Context: an optimization exercise on an open-source flow, tuned for small area and a short achievable clock period. The choices shown serve that exercise and are no tape-out recipe. The RTL was checked by simulation tests, not by an equivalence proof against the original design.

==> flow/design.v (outline; a module is shown in full before it is edited, if it fits) <==
// module neu_h00: 104 lines
// module neu_h01: 68 lines
// module neu_h02: 73 lines
// module neu_h03: 57 lines
// module neu_h04: 96 lines
// module neu_h05: 120 lines
// module neu_h06: 101 lines
// module neu_h07: 89 lines
// module neu_h08: 68 lines
// module neu_h09: 49 lines
// module neu_h10: 53 lines
// module neu_h11: 110 lines
// module neu_h12: 85 lines
// module neu_h13: 64 lines
// module neu_h14: 101 lines
// module neu_h15: 129 lines
// module neu_h16: 52 lines
// module neu_h17: 81 lines
// module neu_h18: 32 lines
// module neu_h19: 79 lines
// module neu_h20: 114 lines
// module neu_h21: 97 lines
// module neu_h22: 46 lines
// module neu_h23: 47 lines
// module neu_h24: 54 lines
// module neu_h25: 37 lines
// module neu_h26: 114 lines
// module neu_h27: 96 lines
// module neu_h28: 74 lines
// module neu_h29: 99 lines
// module neu_h30: 74 lines
// module neu_h31: 76 lines
// module neu_h32: 107 lines
// module neu_h33: 59 lines
// module neu_h34: 114 lines
// module neu_h35: 71 lines
// module neu_h36: 90 lines
// module neu_h37: 54 lines
// module neu_h38: 46 lines
// module neu_h39: 95 lines
// module neu_h41: 73 lines
// module neu_h42: 72 lines
// module neu_h43: 71 lines
// module neu_h44: 83 lines
// module neu_h45: 53 lines
// module neu_h46: 138 lines
// module neu_h47: 67 lines
// module neu_h48: 80 lines
// module neu_h49: 51 lines
// module neu_h50: 58 lines
// module neu_h51: 121 lines
// module neu_h52: 75 lines
// module neu_h53: 68 lines
// module neu_h54: 44 lines
// module neu_h55: 76 lines
// module neu_h56: 86 lines
// module neu_h57: 92 lines
// module neu_h58: 87 lines
// module neu_h59: 83 lines
// module pair_o00: 261 lines
// ... 21 more modules
module wrapper(
    input clk,
    input rstn,
    input [1:0] opcode_i,  
    input [18:0] data_in,
    output [3:0] result_o,
    output [1:0] status_o  
);
  // ...
==> flow/flow/run.sh <==
#!/bin/bash
# The standard layout (the standard.sh: ORFS synthesis through final), with
# two changes:
# - ADDER_MAP_FILE is left empty, so synthesis does not extract full/half adder
#   cells (extract_fa) and abc maps all arithmetic itself;
# - the ports are buffered with buf_4 cells instead of the default choice
#   (clkdlybuf4s50_1, a slow delay cell): every input and output port still
#   gets its own buffer.
# Registers, their names and cell types are the standard synthesis's.
set -o pipefail
export ADDER_MAP_FILE=
export BUFFER_PORTS_ARGS="-buffer_cell sky130_fd_sc_hd__buf_4"
bash standard.sh 2>&1 | tee flow_make.log
exit ${PIPESTATUS[0]}
==> flow/standard.sh <==
#!/bin/bash
# synth_recipe.tcl (not shown) runs the flow's synth.tcl, then flattens the netlist and writes it again
# the make line also repeats each setting of config.mk as NAME=value (left out here)
make -C /OpenROAD-flow-scripts/flow DESIGN_CONFIG=/design/flow/config.mk WORK_HOME=/design/flow/orfs CLKGATE_MAP_FILE= SYNTH_SCRIPT=/design/flow/synth_recipe.tcl "${@:-finish}"
==> flow/config.mk <==
export PLATFORM = sky130hd
export DESIGN_NAME = wrapper
export DESIGN_NICKNAME = wrapper
export VERILOG_FILES = /design/flow/design.v
export SDC_FILE = /design/flow/constraint.sdc
export NUM_CORES = 4
export LEC_CHECK = 0
export ABC_AREA = 1
export CAP_MARGIN = 20
export CELL_PAD_IN_SITES_DETAIL_PLACEMENT = 1
export CELL_PAD_IN_SITES_GLOBAL_PLACEMENT = 1
export CORE_MARGIN = 2
export CORE_UTILIZATION = 35
export SLEW_MARGIN = 20
==> flow/constraint.sdc <==
create_clock -name core_clock -period 20.0 [get_ports {clk}]
set_input_delay 4.0000 -clock core_clock [delete_from_list [all_inputs] [get_ports {clk}]]
set_output_delay 4.0000 -clock core_clock [all_outputs]
set_load 0.01 [all_outputs]
==> summary.txt, run 1 <==
Outcome
  • Status: no timing/DRC/antenna violations

Die
  • Die H: 700.7 um

Clocking
  • Post-CTS Hold Buffers: 0
  • Total number of H-tree levels: 5
  • Root buf cell: clkbuf_16
  • Number of sinks on the clock net: 3255
  • Number of buffers inserted during clock tree synthesis: 366
  • Cells resized by post-CTS repair: 0

Finish
  • Non-filler cells in the finished layout: 26686
  • Non-clock buffer share of cell area: 1.704%
  • Sequential share of cell area: 47.13%
  • Final nets: 19979
  • Most used cells in the layout excluding fill and tap cells: nand2_1, edfxtp_1, inv_1, nor2_1, nand3_1
  • Count of buffers not belonging to the clock network in the layout: 408

Route
  • Mean number of vias per cell: 5.257

STA
  • Final min period: 5944 ps
  • Setup repair after global routing missed its margin: false

Global route
  • Busiest metal layer after global routing: met2
  • Initial antenna violation count: 23

Yosys
  • Number of library cell types mapped by synthesis: 100
  • Mean cell area of the mapped netlist: 8.584 um^2
  • Fraction of the mapped netlist area in compound gates: 9.877%
  • Synth top area cells: edfxtp_1, nand2_1, dfxtp_1

Placement
  • Worst slack after detailed placement: 13020 ps

Critical path
  • CP Launch Type: primary input
==> run 2, diff against run 1 <==
--- a/flow/config.mk
+++ b/flow/config.mk
@@ -6,9 +6,9 @@
 export NUM_CORES = 4
 export LEC_CHECK = 0
 export ABC_AREA = 1
-export CAP_MARGIN = 20
+export CAP_MARGIN = 50
 export CELL_PAD_IN_SITES_DETAIL_PLACEMENT = 1
 export CELL_PAD_IN_SITES_GLOBAL_PLACEMENT = 1
 export CORE_MARGIN = 2
 export CORE_UTILIZATION = 35
-export SLEW_MARGIN = 20
+export SLEW_MARGIN = 50
==> run 2 against run 1 <==
  * Flip-flop and latch count unchanged
  * Maximum frequency up 0.82%
  * Global-route usage about the same
  * Via count up 0.24%
  * Area after synthesis unchanged
  * Highest routed layer is now met4
==> summary.txt, run 2 <==
Clocking
  • Buffer depth of the longest clock path: 4 (unchanged)
  • Number of buffers inserted during clock tree synthesis: 366 (unchanged)
  • Number of sinks on the clock net: 3255 (unchanged)
  • Clock slew seen by the registers of the worst setup and hold paths: 60 ps (about the same)
  • Root buf cell: clkbuf_16 (unchanged)
  • Buffers inserted during post-CTS setup optimization: 0 (unchanged)
  • Clock tree from TritonCTS: yes (unchanged)
  • Skew-Pair Late Insertion Delay: 1020 ps (was 1030 ps)
  • Post-CTS Hold Buffers: 0 (unchanged)
  • Total number of H-tree levels: 5 (unchanged)
  • Cells resized by post-CTS repair: 0 (unchanged)

Flow run
  • Max Cap Violations: 0 (unchanged)

Global route
  • Met2 track demand over resource: 44.59% (was 44.54%)
  • Wire length of the first global-routing pass: 927600 um (about the same)
  • Initial antenna violation count: 19 (was 23)
  • Maximum number of pins on one net before global-route repair: 103 (was 130)
  • GR Util All Layers: 25.17% (was 25.16%)
  • Vias in the first global route: 141788 (was 142057)
  • Met3 track demand over resource in global routing: 2.619% (was 2.657%)
  • Total global routing overflow: 0 (unchanged)
  • Busiest metal layer after global routing: met2 (unchanged)
  • Routing usage on met1: 31.92% (was 31.84%)

Finish
  • Number of fill cells: 56266 (was 56261)
  • Most common cell after layout, fill and taps aside: nand2_1 (unchanged)
  • Most used cells in the layout excluding fill and tap cells: nand2_1, edfxtp_1, inv_1, nor2_1, nand3_1 (unchanged)
  • Reg with most FFs: mem.data (unchanged)
  • Regs by FF count: mem.data (2432), aggregate.counter (63) (unchanged)
  • Largest register FFs: 2432 (unchanged)
  • Final design area excluding fillers: 0.1920 mm^2 (was 0.1905 mm^2)
  • Layout cell share with drive strength beyond 1: 8.724% (was 8.147%)
  • Layout overhead on the synthesized area: 13.04% (was 12.17%)
  • Final nets: 20021 (was 19979)

Min path
  • Source of the worst hold timing path: network.h01_v[0] (unchanged)
  • Cells on Worst Hold Path: 1 (unchanged)
  • Type of the worst min-delay path: flip-flop to flip-flop (unchanged)
  • Worst Hold Endpoint: network.h01_v[0] (unchanged)

Yosys
  • Count of state elements after synthesis: 3255 (unchanged)
  • Count of flip-flops with a built-in enable after synthesis: 2458 (unchanged)
  • Post-synth top cells: nand2_1, edfxtp_1, nor2_1 (unchanged)
  • Cell with the most instances after synthesis: nand2_1 (unchanged)
  • Post-synth design cell area: 0.1699 mm^2 (unchanged)
  • Nets in the synthesized netlist: 19811 (unchanged)
  • Biggest area consumer among synthesized cells: edfxtp_1 (unchanged)
  • Mean cell area of the mapped netlist: 8.584 um^2 (unchanged)
  • Number of instances in the synthesized netlist: 19788 (unchanged)
  • Number of library cell types mapped by synthesis: 100 (unchanged)
  • Area share of the largest cell type after synthesis: 43.45% (unchanged)
  • Share of flip-flops with an asynchronous set or reset: 0% (unchanged)
  • Share of the yosys chip area belonging to registers: 52.85% (unchanged)
  • Synthesis warning total: 6 (unchanged)
  • Synth Flop Type: edfxtp_1 (unchanged)
  • Synth top area cells: edfxtp_1, nand2_1, dfxtp_1 (unchanged)

Critical path
  • Type of destination of the critical path: flip-flop (unchanged)
  • Worst path required time: 20790 ps (was 20730 ps)
  • Crit path launch: rstn (unchanged)
  • Max Fanout on Critical Path: 53 (unchanged)
  • Reg-to-reg endpoint: mem.data_out[1] (was mem.data_out[3])
  • Crit Path Category: primary input to flip-flop (unchanged)
  • Reg2reg start: mem.rd_lo[2] (was mem.rd_lo[3])
  • CP Launch Type: primary input (unchanged)
  • Cell depth of the worst flop-to-flop path: 14 (unchanged)
  • Worst EP arrival: 6680 ps (was 6670 ps)
  • Reg-to-reg slack, setup: 14930 ps (was 14410 ps)

Route
  • Wire length per cell: 23.61 um (was 23.64 um)
  • TritonRoute pass-1 iters: 8 (was 6)
  • Routed Wire Length: 631400 um (was 630800 um)
  • Antenna violation net count after detailed routing: 0 (unchanged)
  • Total number of vias: 140638 (was 140298)
  • Mean number of vias per cell: 5.260 (was 5.257)
  • DRC violation count after routing: 0 (unchanged)
  • Detailed Route Iter0 Violations: 9511 (was 9376)

Die
  • Die boundary width: 700.7 um (unchanged)
  • Area inside the core boundary: 0.4827 mm^2 (unchanged)
  • I/O pin count: 29 (unchanged)
  • Floorplan die area: 0.4909 mm^2 (unchanged)
  • Die H: 700.7 um (unchanged)
  • Number of rows created at floorplan: 255 (unchanged)
  • Initial cell density of the core: 35.19% (unchanged)

STA
  • Final min period: 5896 ps (was 5944 ps)
  • Worst slew slack as a fraction of its limit: 45.36% (was 12.95%)
  • Post-Route Setup TNS: 0 ps (unchanged)
  • Final clock skew: 127.8 ps (was 121.4 ps)
  • Final-report hold violation count: 0 (unchanged)
  • Tcrit/Tclk final: 29.48% (was 29.72%)
  • Slew at the pin with the worst max-slew slack: 818.7 ps (was 1273 ps)
  • Highest achievable clock rate: 169.6 MHz (was 168.2 MHz)
  • Final Slew Violations: 0 (unchanged)
  • Setup violators final: 0 (unchanged)
  • Setup repair after global routing missed its margin: false (unchanged)

Placement
  • Placed wire-length estimate: 442800 um (was 438400 um)
  • Post-Place Cell Area: 0.1799 mm^2 (was 0.1789 mm^2)
  • Number of buffer cells added on primary ports: 28 (unchanged)
  • Routability cong.: 0.8922 (unchanged)

Outcome
  • Status: no timing/DRC/antenna violations (unchanged)
-- run 2: cell counts after synthesis --
No cell type changed its count.
-- run 2: worst max-delay path, cell delays in order --
cell      delay, ps
clkbuf_8        260
inv_8           470
buf_4           490
a21oi_1         180
nand2_2         130
buf_4           390
inv_1           390
o21ai_0         180
a41oi_1          60
-- run 2: kinds of logic after synthesis --
logic type      Yosys count  synth area share (%)
simple gates          10014                 24.65
flops                  3255                 52.85
other cells               1              0.002208
xor+xnor               1163                 6.103
compound gates         2630                 9.877
buf+inv                2668                 6.178
fa+ha+maj                56                0.3366
mux                       1              0.006629
-- run 2: through the flow --
step           worst slack, ps  hold slack, ps  cells  utilization [%]
2_1_floorplan            14580           411.4  19788                -
3_3_place_gp             13070           421.7  26011            37.05
3_5_place_dp             13070           431.4  26049            37.27
4_1_cts                  14130           440.8  26720            39.73
5_1_grt                  14030           463.9  26727            39.77
6_report                 14100           439.4  26738            39.78
-- run 2: how the worst max path moves through the flow --
stage / endpoint / slack (ps) / cells after the start
2_1_floorplan: network.o3_cd[0] / 14580 / 6
3_3_place_gp: mem.data_out[17] / 13070 / 9
3_5_place_dp: mem.data_out[7] / 13070 / 9
4_1_cts: mem.data_out[16] / 14130 / 9
5_1_grt: mem.data_out[2] / 14030 / 9
6_report: mem.data_out[18] / 14100 / 9
-- run 2: final cells by class --
cell class	instances	area, um^2	share of cell area, %
sequential	3255	89860	46.80
multi-input combinational	13865	70410	36.67
inverter	2060	7761	4.042
timing repair buffer	450	4048	2.108
clock buffer	495	9854	5.132
clock inverter	176	2013	1.048
tap	6425	8039	4.187
antenna	12	30.03	0.01564
-- run 2: per-layer routing --
metal	share of wire [%]	wire (um)
met2	49	309000
met4	3.8	23960
met1	43	270900
met5	0	0
met3	4.4	27480

re-timing with driven ports:
How much do the figures lean on ideal ports? The routed layouts below were timed once more, with nothing changed but the port constraints.
Step 1, drivers: a clkbuf_16 drives clk and a buf_2 each remaining input, both assumed.
Step 2 times the ports against the registers' clock, not the clock port: input delays grow and output delays shrink by t, the midpoint of the rising clock arrivals with the driver on.
Slacks: ideal / step 1 / step 2; pairs: ideal / step 1.
| run | shift t [ns] | slack for setup (ns) | worst hold slack (ns) | worst setup path after step 2 | cell pins on the clock port's net |
|---|---|---|---|---|---|
| run 1 | 1.085 | 14.056 / 14.147 / 13.062 | 0.439 / 0.439 / 0.439 | input to register | 1 |
| run 2 | 1.071 | 14.104 / 14.191 / 13.120 | 0.439 / 0.439 / 0.439 | input to register | 1 |
After both steps every run listed still meets setup and hold. For run 1, which loses most, drivers alone change the setup slack by +0.091 ns; drivers and shift together by -0.994 ns.
